What follows belongs to an exercise in optimizing a design on an open flow for small area, a short achievable clock period and few clock cycles per item; a production flow would make more cautious choices.
The RTL was checked by simulation tests, not by an equivalence proof against the original design.

### design.v
module sqrt #(parameter NBITS = 20, PRECISION = 20)
                (input logic [NBITS-1:0] A,
                 input logic clock, reset, oReady, iValid,
                 output logic iReady, oValid,
                 output logic [NBITS-1:0]result);
    enum logic [1:0] {INIT, SET, CALC, SEND} state; 
    logic [NBITS+NBITS-1:0] A_aux, Y, P;
    logic [6:0] m;
    always_ff @(posedge clock)begin
        if(reset)begin
            A_aux <= '0;
            result <= '0;
            m <= NBITS-1;
            state <= INIT;
            iReady <= 0;
            oValid <= 0;
        end
        else begin
            case(state)
                INIT: begin
                        iReady <= 1;
                        oValid <= 0;
                        A_aux <= A<<<PRECISION;
                        Y <= '0;
                        P <= '0;
                        m <= NBITS-1;
                        state <= SET;       
                end
                SET: begin
                       if(m < NBITS)begin
                         Y <= ((P<<<(m+1)) + (1 <<< (m+m)));
                         state <= CALC;
                       end
                       else begin
                         oValid <= 1;
                         state <= SEND;
                       end
                end
                CALC: begin
                    if(Y < A_aux || Y == A_aux)begin
                        A_aux <= A_aux - Y;
                        P <= P + (1 <<< m);
                        result[m] <= 1;
                    end  
                    else result[m] <= 0;
                        m <= m-1;
                        state <= SET;
                end
                SEND: begin
                    if(oReady)begin
                        result <= result >>>(PRECISION-1);
                        oValid <= 0;
                        state <= INIT;
                    end
                end
            endcase
        end
    end
endmodule
module LOG2 #(parameter M=10,
                       N=10) 
            (output logic [M+N: 0] logNumber,
             output logic iReady, oValid, 
             input logic [M+N-1: 0] number, 
             input logic reset, clock, oReady, iValid
             );
    logic signed [M+N-1: 0] floorNumber, index;
    logic [M+M+N+N-1:0] x, a, b; 
    logic [5:0] count;
    enum logic [2:0] {INIT,WAIT_AND_PREPARE,SCALE,PEASANT_PREP,PEASANT,CALC,SEND} state;
    always_ff @(posedge clock)
        if(reset) begin
            iReady <= 0;
            logNumber <= '0;
            oValid <= 0;
            state <= INIT;
        end
        else case(state)
                INIT: begin
                    logNumber <= '0;
                    iReady <= 1;
                    oValid <= 0;
                    count <= N-1;
                    index <= 0;
                    state <= WAIT_AND_PREPARE;
                end
                WAIT_AND_PREPARE: begin
                    if(iValid) begin
                        iReady <= 0;
                        x <= number; 
                        state <= SCALE;
                    end
                    else begin
                        state <= WAIT_AND_PREPARE;
                    end
                end
                SCALE: begin
                    if((x>>N) > 1) begin
                        x <= x >> 1;
                        index <= index+1;
                    end
                    else if(!(x>>N)) begin
                        x <= x << 1;
                        index <= index-1;
                    end
                    else begin
                        index <= index<<<N; 
                        state <= PEASANT_PREP;                     
                    end
                end
                PEASANT_PREP: begin
                    a <= x;
                    b <= x;
                    x <= 0;
                    state <= PEASANT;
                end
                PEASANT: begin
                    if(a>=1) begin
                        x <= (a[0])?(x+b):x;
                        a <= a >> 1;
                        b <= b << 1;
                    end
                    else begin
                        x <= x>>N; 
                        state <= CALC;
                    end
                end
                CALC: begin
                  if(count<=N-1) begin
                        if((x>>N) >= 2) begin
                            logNumber[count] <= 1;
                            x <= x>>1;
                        end
                        else logNumber[count] <= 0;
                        count <= count-1;
                        state <= PEASANT_PREP;
                    end
                    else begin 
                        state <= SEND;
                        logNumber <= index+logNumber;
                        oValid <= 1;
                    end
                end
                SEND: begin
                    if(oReady) begin
                        oValid <= 0;
                        state <= INIT;
                    end
                    else state <= SEND;
                end
        endcase
endmodule: LOG2
module SQRTLOG #(parameter NBITS = 20, M = 10, N = 10)
              (input logic clock, reset,
               input logic [1:0] op,
                 input logic [NBITS-1:0] data_in,
                 output logic done,
                 output logic [NBITS-1:0] data_out);
        logic [NBITS-1:0] A;
        logic [NBITS-1:0]result;
        logic iReady, iValid, oReady, oValid;
        logic iReady2, iValid2, oReady2, oValid2;
        enum logic [1:0]{S1, S2, S3} state;
  logic signed [M+N: 0] number, logNumber, base;
        sqrt #(NBITS) SQRT(.clock(clock), .reset(reset), .iReady(iReady), .iValid(iValid), 
                           .oReady(oReady), .oValid(oValid), .A(data_in), .result(result));
        LOG2#(M,N) myLog(.clock(clock), .reset(reset), .iReady(iReady2), .iValid(iValid2), 
                          .oReady(oReady2), .oValid(oValid2), .number(data_in), .logNumber(logNumber));
         always_ff @(posedge clock)begin
           if(reset)begin
             iValid <= 0;
             oReady <= 0;
             iValid2 <= 0;
             oReady2 <= 0;
             done <= 0;
             state <= S1;
           end
           else case(state)
             S1: begin
               case(op)
                 0: begin
                   A = data_in;
                   iValid <= 1;
                   oReady <= 1;    
                   if(iReady)
                     state <= S2;
                 end
                 1: begin
                   number = data_in;
                   iValid2 <= 1;
                   oReady2 <= 1;    
                   if(iReady2)
                     state <= S2;
                 end
                 2: begin
                   number = data_in;
                   iValid2 <= 1;
                   oReady2 <= 1;    
                   if(iReady2)
                     state <= S2;
                 end
                 3: begin
                   number = data_in;
                   iValid2 <= 1;
                   oReady2 <= 1;    
                   if(iReady2)
                     state <= S2;
                 end
               endcase
             end
             S2: begin
               case(op)
                 0: begin
                   if(oValid)begin
                     data_out <= (result>>5);
                     state <= S3;
                   end
                 end
                 1: begin
                   if(oValid2)begin
                     data_out <= logNumber;
                     state <= S3;
                   end
                 end
                 2: begin
                   if(oValid2)begin
                     data_out <= ((308*$signed(logNumber[M+N-1:0]))>>>10);
                     state <= S3;
                   end
                 end
                 3: begin
                   if(oValid2)begin
                     data_out <= ((710*$signed(logNumber[M+N-1:0]))>>>10);
                     state <= S3;
                   end
                 end
               endcase
             end
             S3: begin
               done <= 1;
             end
           endcase
         end
endmodule                          
### run.sh
#!/bin/bash
# synth_recipe.tcl (not shown) runs the flow's synth.tcl, then flattens the netlist and writes it again
# the make line also repeats each setting of config.mk as NAME=value (left out here)
make -C /OpenROAD-flow-scripts/flow DESIGN_CONFIG=/design/flow/config.mk WORK_HOME=/design/flow/orfs CLKGATE_MAP_FILE= SYNTH_SCRIPT=/design/flow/synth_recipe.tcl finish
### config.mk
export PLATFORM = sky130hd
export DESIGN_NAME = SQRTLOG
export DESIGN_NICKNAME = SQRTLOG
export VERILOG_FILES = /design/flow/design.v
export SDC_FILE = /design/flow/constraint.sdc
export NUM_CORES = 4
export LEC_CHECK = 0
export CAP_MARGIN = 20
export CORE_MARGIN = 2
export CORE_UTILIZATION = 40
export SLEW_MARGIN = 20
### constraint.sdc
create_clock -name core_clock -period 8.0 [get_ports {clock}]
set_input_delay 1.6000 -clock core_clock [delete_from_list [all_inputs] [get_ports {clock}]]
set_output_delay 1.6000 -clock core_clock [all_outputs]
set_load 0.01 [all_outputs]
==> results of run 1 <==
kinds of logic after synthesis:
| kind of cell | Yosys count | share of synthesized area |
|---|---|---|
| xor+xnor | 210 | 0.0559 |
| buf+inv | 481 | 0.0575 |
| mux | 134 | 0.0598 |
| simple gates | 1337 | 0.184 |
| fa+ha+maj | 411 | 0.177 |
| compound gates | 929 | 0.184 |
| flops | 342 | 0.282 |
sequential cells by signal, summed over array words and instances, names as in the netlist, 6 cells and up:
signal           cells
SQRT.P              40
SQRT.A_aux          40
myLog.x             40
myLog.logNumber     20
myLog.index         20
myLog.count          6
SQRT.Y              40
myLog.b             40
SQRT.result         15
SQRT.m               7
myLog.a             40
data_out            20
cell type report:
| cell class | count | area, sq um |
|---|---|---|
| clock buffer | 61 | 1300 |
| clock inverter | 25 | 300 |
| fill | 8114 | 45800 |
| inverter | 302 | 1130 |
| multi-input combinational | 3021 | 21900 |
| sequential | 342 | 9310 |
| tap | 1070 | 1340 |
| timing repair buffer | 86 | 753 |
worst max-delay path: stages (launching register included):
cell	delay [ps]
dfxtp_1	700
ha_1	360
ha_1	320
fa_1	520
fa_1	560
inv_1	50
fa_1	510
inv_1	40
ha_1	330
and3_1	220
and2_1	170
a311oi_1	470
a21oi_1	170
a2111oi_1	960
a21oi_1	370
a211oi_1	430
o21ai_1	120
xnor2_1	140
nor2_1	50
a211o_1	260
layout by cell type, fill, tap and decap left out, drive strengths merged, types with 61 or more instances in the layout:
master,count
ha,316
nand2,475
a211oi,68
o21ai,190
xor2,93
fa,95
nor3,102
clkbuf,61
nor2,407
xnor2,117
edfxtp,246
a21oi,290
a21o,84
nand3,62
mux2i,73
inv,304
dfxtp,96
path summary, 6_finish.rpt:
check                     start             to  slack, ps  cells after the start
min               SQRT.A_aux[6]  SQRT.A_aux[6]        450                      2
max reg2reg  myLog.logNumber[8]   data_out[19]        990                     19
max          myLog.logNumber[8]   data_out[19]        990                     19
min reg2reg       SQRT.A_aux[6]  SQRT.A_aux[6]        450                      2
metrics by stage:
| stage | worst slack [ps] | util |
|---|---|---|
| 2_1_floorplan | 1390 | - |
| 3_3_place_gp | 1130 | 0.421 |
| 3_5_place_dp | 1130 | 0.421 |
| 4_1_cts | 1080 | 0.441 |
| 5_1_grt | 557 | 0.441 |
| 6_report | 987 | 0.441 |
metal layers:
layer  share of wire  wire length, um  vias to the layer above  global-route usage
met1            0.46            43600                    13325               0.311
met4           0.038             3620                        0              0.0811
met5               0                0                        -                   0
met2            0.45            42800                      820               0.348
li1                -                -                    13700                   -
met3           0.057             5470                      172              0.0305
Yosys cell counts (14+ instances only):
cell type,instances,share of area
a221oi_1,17,0.0045
a31oi_1,40,0.0076
and3_1,37,0.0070
o211ai_1,16,0.0036
ha_1,316,0.12
nand3_1,62,0.0094
nand2b_1,39,0.0074
xnor2_1,116,0.031
nor2_1,407,0.046
nor4_1,33,0.0063
xor2_1,93,0.025
edfxtp_1,246,0.22
o21a_1,32,0.0073
or3_1,20,0.0038
o21ai_0,186,0.028
or2_2,18,0.0034
dfxtp_1,96,0.058
fa_1,95,0.058
inv_1,299,0.034
a22oi_1,22,0.0050
a311oi_1,14,0.0037
nand2_1,473,0.054
nor2b_1,32,0.0061
nand4_1,28,0.0053
a211oi_1,65,0.015
clkbuf_1,135,0.015
and2_1,38,0.0072
mux4_2,45,0.031
mux2i_1,72,0.022
a21o_1,84,0.019
a21oi_1,287,0.044
buf_1,18,0.0020
nor3_1,100,0.015
buf_2,18,0.0027
==> flow_summary.json, run 1 <==
{
  "status": "complete, no violations",
  "rsz0062_at_grt": "no",
  "io_pins": 45,
  "track_usage": 0.222,
  "crit_type": "reg2reg",
  "fin_setup_tns_ps": 0,
  "drt_iter0_drc": 2241,
  "cts_buffers": 46,
  "async_flop_share": 0,
  "drv_cap": 0,
  "report.final.slew_viol_count": 0,
  "crit_fanout": 11,
  "placed_cells": 4821,
  "drive_gt1_frac": 0.0639,
  "portBuffers": 44,
  "synth_ff_type": "edfxtp_1",
  "ys_ff_latch": 342,
  "final_area_sq_mm": 0.0361,
  "cts.htree.levels": 2,
  "skew_ps": 29.3,
  "cts_hold_buf": 0,
  "cts_setup_buffers": 0,
  "yosysWarnings": 3,
  "die_area_sq_mm": 0.0849,
  "holdWs_ps": 452,
  "yosysSeqAreaShare": 0.282,
  "place_congestion": 0.938,
  "syn2layout_area_growth_pct": 9.22,
  "min_period_ps": 7010,
  "grt_max_degree": 85,
  "synth_enable_flop_cells": 246,
  "root_buffer": "clkbuf_16",
  "cts.sinks": 342,
  "antennaDiodeCount": 0,
  "fmaxAchievable_mhz": 143,
  "setup_viol": 0,
  "hold_class": "reg2reg",
  "routed_via_density": 5.71,
  "grt_pass1_vias": 26821,
  "final_antenna_net_count": 0,
  "cts_tree": "done",
  "die_w_um": 291,
  "start_util": 0.403,
  "post_drt_wl_per_cell_um": 19.5,
  "yosysUniqueCellTypes": 101,
  "period_share": 0.877,
  "antenna_found_initial": 0,
  "clkLatencyLatePin_ps": 610,
  "dp_hpwl_mm": 71.1,
  "worstMarginPinSlew_ps": 1100,
  "grt_pass1_wl_mm": 152,
  "cts_resized": 0,
  "clockBufferDepth": 3,
  "final-hold-violation-count": 0,
  "vias": 28017,
  "fp-row-count": 105,
  "dpl_cell_area_sq_mm": 0.0345,
  "coreArea_sq_mm": 0.0818,
  "clkTransAtPathRegs_ps": 60,
  "drc": 0,
  "cp-start-kind": "flip-flop",
  "arrival_ps": 7360,
  "die_y_um": 291,
  "nNetsFinal": 4234,
  "synthCells": 3844,
  "drt-total-wl_mm": 95.5,
  "cp-end-kind": "flip-flop",
  "gr-total-overflow": 0,
  "final_cell_count_no_fill": 4907,
  "relSlewSlack": 0.263,
  "syn-cell-area_sq_mm": 0.0330,
  "synthesis.nets": 4279,
  "syn_area_per_cell_sq_um": 8.59,
  "drt_pass1_iterations": 6,
  "cp_data_required_time_ps": 8350
}
Testbench counts, summed over its fixed seeds: cycles 257,490, ops 1,920.
==> inputs of run 2 (changes only) <==
==> design.v (replaced) <==
module SQRTLOG #(parameter NBITS = 20, M = 10, N = 10)
              (input logic clock, reset,
               input logic [1:0] op,
               input logic [NBITS-1:0] data_in,
               output logic done,
               output logic [NBITS-1:0] data_out);
  logic [9:0]  f;       
  logic [3:0]  ext;     
  logic [16:0] r;       
  logic [3:0]  cnt;     
  logic [4:0] p;
  always_comb begin
    p = '0;
    for (int i = 0; i < 20; i++)
      if (data_in[i]) p = i[4:0];
  end
  logic [29:0] win;
  logic [9:0]  f0;
  assign win = {data_in, 10'b0} >> p;
  assign f0  = win[9:0];                        
  logic signed [5:0]  e0;
  logic signed [23:0] a0;
  assign e0 = $signed({1'b0, p}) - 6'sd10;
  always_comb begin
    case (op)
      2'd2:    a0 = 24'(e0 * 12'sd308);
      2'd3:    a0 = 24'(e0 * 12'sd710);
      default: a0 = 24'(e0);
    endcase
  end
  logic [3:0] cnt_sq0;
  assign cnt_sq0 = 4'd4 + {1'b0, p[4:1]};          
  logic        nz;
  assign nz = |data_in;
  logic [16:0] r0;
  assign r0 = p[0] ? {15'd0, f0[9], ~f0[9]} : 17'd0;
  logic [4:0]  jj;
  logic [1:0]  pair;
  logic [18:0] cur, diff;
  logic        qb;
  assign jj   = {1'b0, cnt} - 5'd5;
  assign pair = (cnt >= 4'd5) ? data_in[2*jj +: 2] : 2'b00;
  assign cur  = {r, pair};
  assign diff = cur - {data_out[16:0], 2'b01};
  assign qb   = ~diff[18];
  logic [21:0] sq;
  logic [11:0] s;
  logic        b;
  logic [9:0]  fn;
  assign sq = f * f + {1'b0, f, 11'b0};
  assign s  = sq[21:10];
  assign b  = s[11] | s[10];
  assign fn = b ? {s[11], s[9:1]} : s[9:0];
  logic [23:0] acc, a2, a2k, an;
  logic [9:0]  kk;
  assign kk  = (op == 2'd2) ? 10'd308 : (op == 2'd3) ? 10'd710 : 10'd1;
  assign acc = {ext, data_out};
  assign a2  = {acc[22:0], 1'b0};
  assign a2k = a2 + {14'd0, kk};
  assign an  = b ? a2k : a2;
  always_ff @(posedge clock) begin
    if (reset) begin
      done <= 1'b0;
      if (op == 2'd0) begin
        data_out <= {19'd0, nz};
        r        <= r0;
        cnt      <= cnt_sq0;
      end else begin
        {ext, data_out} <= a0;
        f        <= f0;
        cnt      <= 4'd9;
      end
    end else if (!done) begin
      cnt <= cnt - 4'd1;
      if (cnt == 4'd0) done <= 1'b1;
      if (op == 2'd0) begin
        data_out <= {data_out[18:0], qb};
        r        <= qb ? diff[16:0] : cur[16:0];
      end else begin
        f <= fn;
        if (cnt == 4'd0)
          data_out <= (op == 2'd1) ? an[19:0] : {{6{an[23]}}, an[23:10]};
        else
          {ext, data_out} <= an;
      end
    end
  end
endmodule
==> run 2 against run 1 <==
Effect of this change: highest routed layer unchanged; synthesized area decreased by 69%; critical path depth increased by 7; synthesized cell count decreased by 71%; fmax decreased by 7.5%; via count decreased by 70%; final cell count decreased by 70%; still clean on timing, DRC and antenna.
==> flow_summary.json, run 2 <==
{
  "status": "complete, no violations",
  "layout_commonest_cell": "inv_1",
  "cts_buffers": 5,
  "routed_via_density": 5.71,
  "final_antenna_net_count": 0,
  "drt_pass1_iterations": 5,
  "r2r_start": "f[6]",
  "relSlewSlack": 0.325,
  "crit_type": "in2reg",
  "synthMuxAreaShare": 0.0700,
  "worstMarginPinSlew_ps": 1010,
  "drc": 0,
  "fin_setup_tns_ps": 0,
  "startpoint": "data_in[2]",
  "cts.htree.levels": 2,
  "grt_pass1_vias": 8512,
  "ys_ff_latch": 55,
  "fmaxAchievable_mhz": 132,
  "synth-compound-area-share": 0.190,
  "die_w_um": 164,
  "dp_hpwl_mm": 20.8,
  "hold_path.startpoint": "done",
  "grt_pass1_wl_mm": 43.8,
  "setup_viol": 0,
  "synth_simple_gate_area_frac": 0.149,
  "cts_setup_buffers": 0,
  "synthesis.nets": 1356,
  "cp-start-kind": "input port",
  "synth-xor-area-share": 0.0473,
  "antenna_found_initial": 0,
  "cts.sinks": 55,
  "clkTransAtPathRegs_ps": 80,
  "final-hold-violation-count": 0,
  "syn_area_per_cell_sq_um": 9.01,
  "synth_top_area_cell": "ha_1",
  "yosysWarnings": 1,
  "drv_cap": 0,
  "cp-end-kind": "flip-flop",
  "final_area_sq_mm": 0.0111,
  "start_util": 0.406,
  "cts_hold_buf": 0,
  "syn-cell-area_sq_mm": 0.0102,
  "clockBufferDepth": 2,
  "synthCells": 1131,
  "root_buffer": "clkbuf_16",
  "coreArea_sq_mm": 0.0251,
  "synth_common_cells": "134 x inv_1, 132 x ha_1, 82 x nor2_1",
  "track_usage": 0.205,
  "reg_top3": "data_out (20), r (17), f (10)",
  "vias": 8473,
  "arrival_ps": 7620,
  "report.final.slew_viol_count": 0,
  "async_flop_share": 0,
  "clkLatencyLatePin_ps": 310,
  "cp_data_required_time_ps": 8040,
  "rsz0062_at_grt": "no",
  "dpl_cell_area_sq_mm": 0.0109,
  "placed_cells": 1476,
  "min_period_ps": 7580,
  "synth_top_family_by_area": "adder cells",
  "fillerInstances": 2532,
  "largest-register": "data_out",
  "portBuffers": 44,
  "gr-total-overflow": 0,
  "synth_top_area_frac": 0.162,
  "drive_gt1_frac": 0.0952,
  "cts_tree": "done",
  "yosysSeqAreaShare": 0.161,
  "post_drt_wl_per_cell_um": 17.7,
  "grt_max_degree": 65,
  "skew_ps": 8.29,
  "drt_iter0_drc": 656,
  "crit_fanout": 7,
  "antennaDiodeCount": 0,
  "hold_class": "reg2reg",
  "synth_adder_area_share": 0.298,
  "synth_ff_type": "edfxtp_1",
  "io_pins": 45,
  "period_share": 0.948,
  "place_congestion": 0.940,
  "largest_reg_flops": 20,
  "drt-total-wl_mm": 26.3,
  "final_cell_mix": "134 x inv_1, 132 x ha_1, 82 x nor2_1",
  "final_cell_count_no_fill": 1485,
  "die_y_um": 164,
  "yosysUniqueCellTypes": 98,
  "yosysMostFrequentCell": "inv_1",
  "nNetsFinal": 1379,
  "synth_enable_flop_cells": 54,
  "syn2layout_area_growth_pct": 9.02,
  "fp-row-count": 58,
  "cts_resized": 0,
  "synth.area.top_cells": "ha_1 16%, edfxtp_1 16%, fa_1 14%",
  "die_area_sq_mm": 0.0268,
  "utilization": 0.442
}
## run 2: final cells by class
class,instances,area [sq um],share of cell area
Clock inverter,2,12.5,0.00113
Tap cell,330,413,0.0372
Inverter,139,527,0.0474
Clock buffer,6,129,0.0116
Timing Repair Buffer,76,696,0.0626
Multi-Input combinational cell,877,7690,0.692
Sequential cell,55,1640,0.148
## run 2: cells by family (layout without fill, tap and decap cells)
| group | after synthesis | count (layout) |
|---|---|---|
| compound gates | 272 | 272 |
| fa+ha+maj | 201 | 201 |
| mux | 49 | 49 |
| simple gates | 300 | 300 |
| buf+inv | 199 | 223 |
| xor+xnor | 55 | 55 |
| flops | 55 | 55 |
## run 2: final timing paths
check            endpoint  slack [ps]  depth (start not counted)
max          data_out[16]         420                         26
min                  done         550                          2
max reg2reg  data_out[14]        1170                         19
min reg2reg          done         550                          2
## run 2: metrics by stage
| step | worst slack [ps] | hold slack (ps) |
|---|---|---|
| floorplan | 649 | 512 |
| global placement | 214 | 530 |
| detailed placement | 76.1 | 537 |
| CTS | 372 | 551 |
| global route | 15.1 | 562 |
| finish | 418 | 547 |
## run 2: critical path, cell delays in order
cell and delay, ps:
clkdlybuf4s50_1 580, nor2_1 100, o31ai_1 250, a21boi_1 100
o31a_1 270, o31ai_4 280, inv_6 40, ha_1 220
xnor2_1 280, inv_1 120, fa_1 560, inv_1 60
ha_1 270, ha_1 280, ha_1 320, inv_1 70
fa_1 430, nor2b_1 150, o21ai_0 110, a21boi_0 230
o21ai_0 140, a21boi_1 240, nor2_1 100, or3_1 380
a21oi_1 250, o311ai_0 180
## run 2: per-layer routing
layer / track usage / vias up / wire, um
li1: - / 4079 / -
met1: 0.286 / 4131 / 12300
met2: 0.346 / 234 / 12600
met3: 0.0193 / 29 / 1060
met4: 0.0431 / 0 / 359
met5: 0 / - / 0
Testbench counts of run 2, summed over its fixed seeds: cycles 20,952, ops 1,920.

-- port drivers added, routing unchanged --
No port has a modelled driver above. Below, the same layouts with a new extraction and two added sets of constraints. Step 1 sets driving cells, clkbuf_16 on the clock port and buf_2 on the other inputs (assumed; they add their load-dependent delay and slew). Step 2, shift: input delay + t, output delay - t, t = (earliest + latest rising clock arrival at the registers) / 2. This alone moves slack from input paths to output paths. Slacks: ideal / step 1 / step 2; pairs: ideal / step 1.
run	t, ns	setup WS [ns]	worst setup path at the end	clock arrival spread, ns	worst register clock-pin slew, ns
run 1	0.661	0.987 / 0.987 / 0.987	register to register	0.034 / 0.034	0.06 / 0.06
run 2	0.350	0.418 / 0.441 / 0.091	input to register	0.008 / 0.009	0.08 / 0.08
After both steps every run listed still meets setup and hold. For run 2, which loses most, drivers alone change the setup slack by +0.023 ns; drivers and shift together by -0.327 ns.
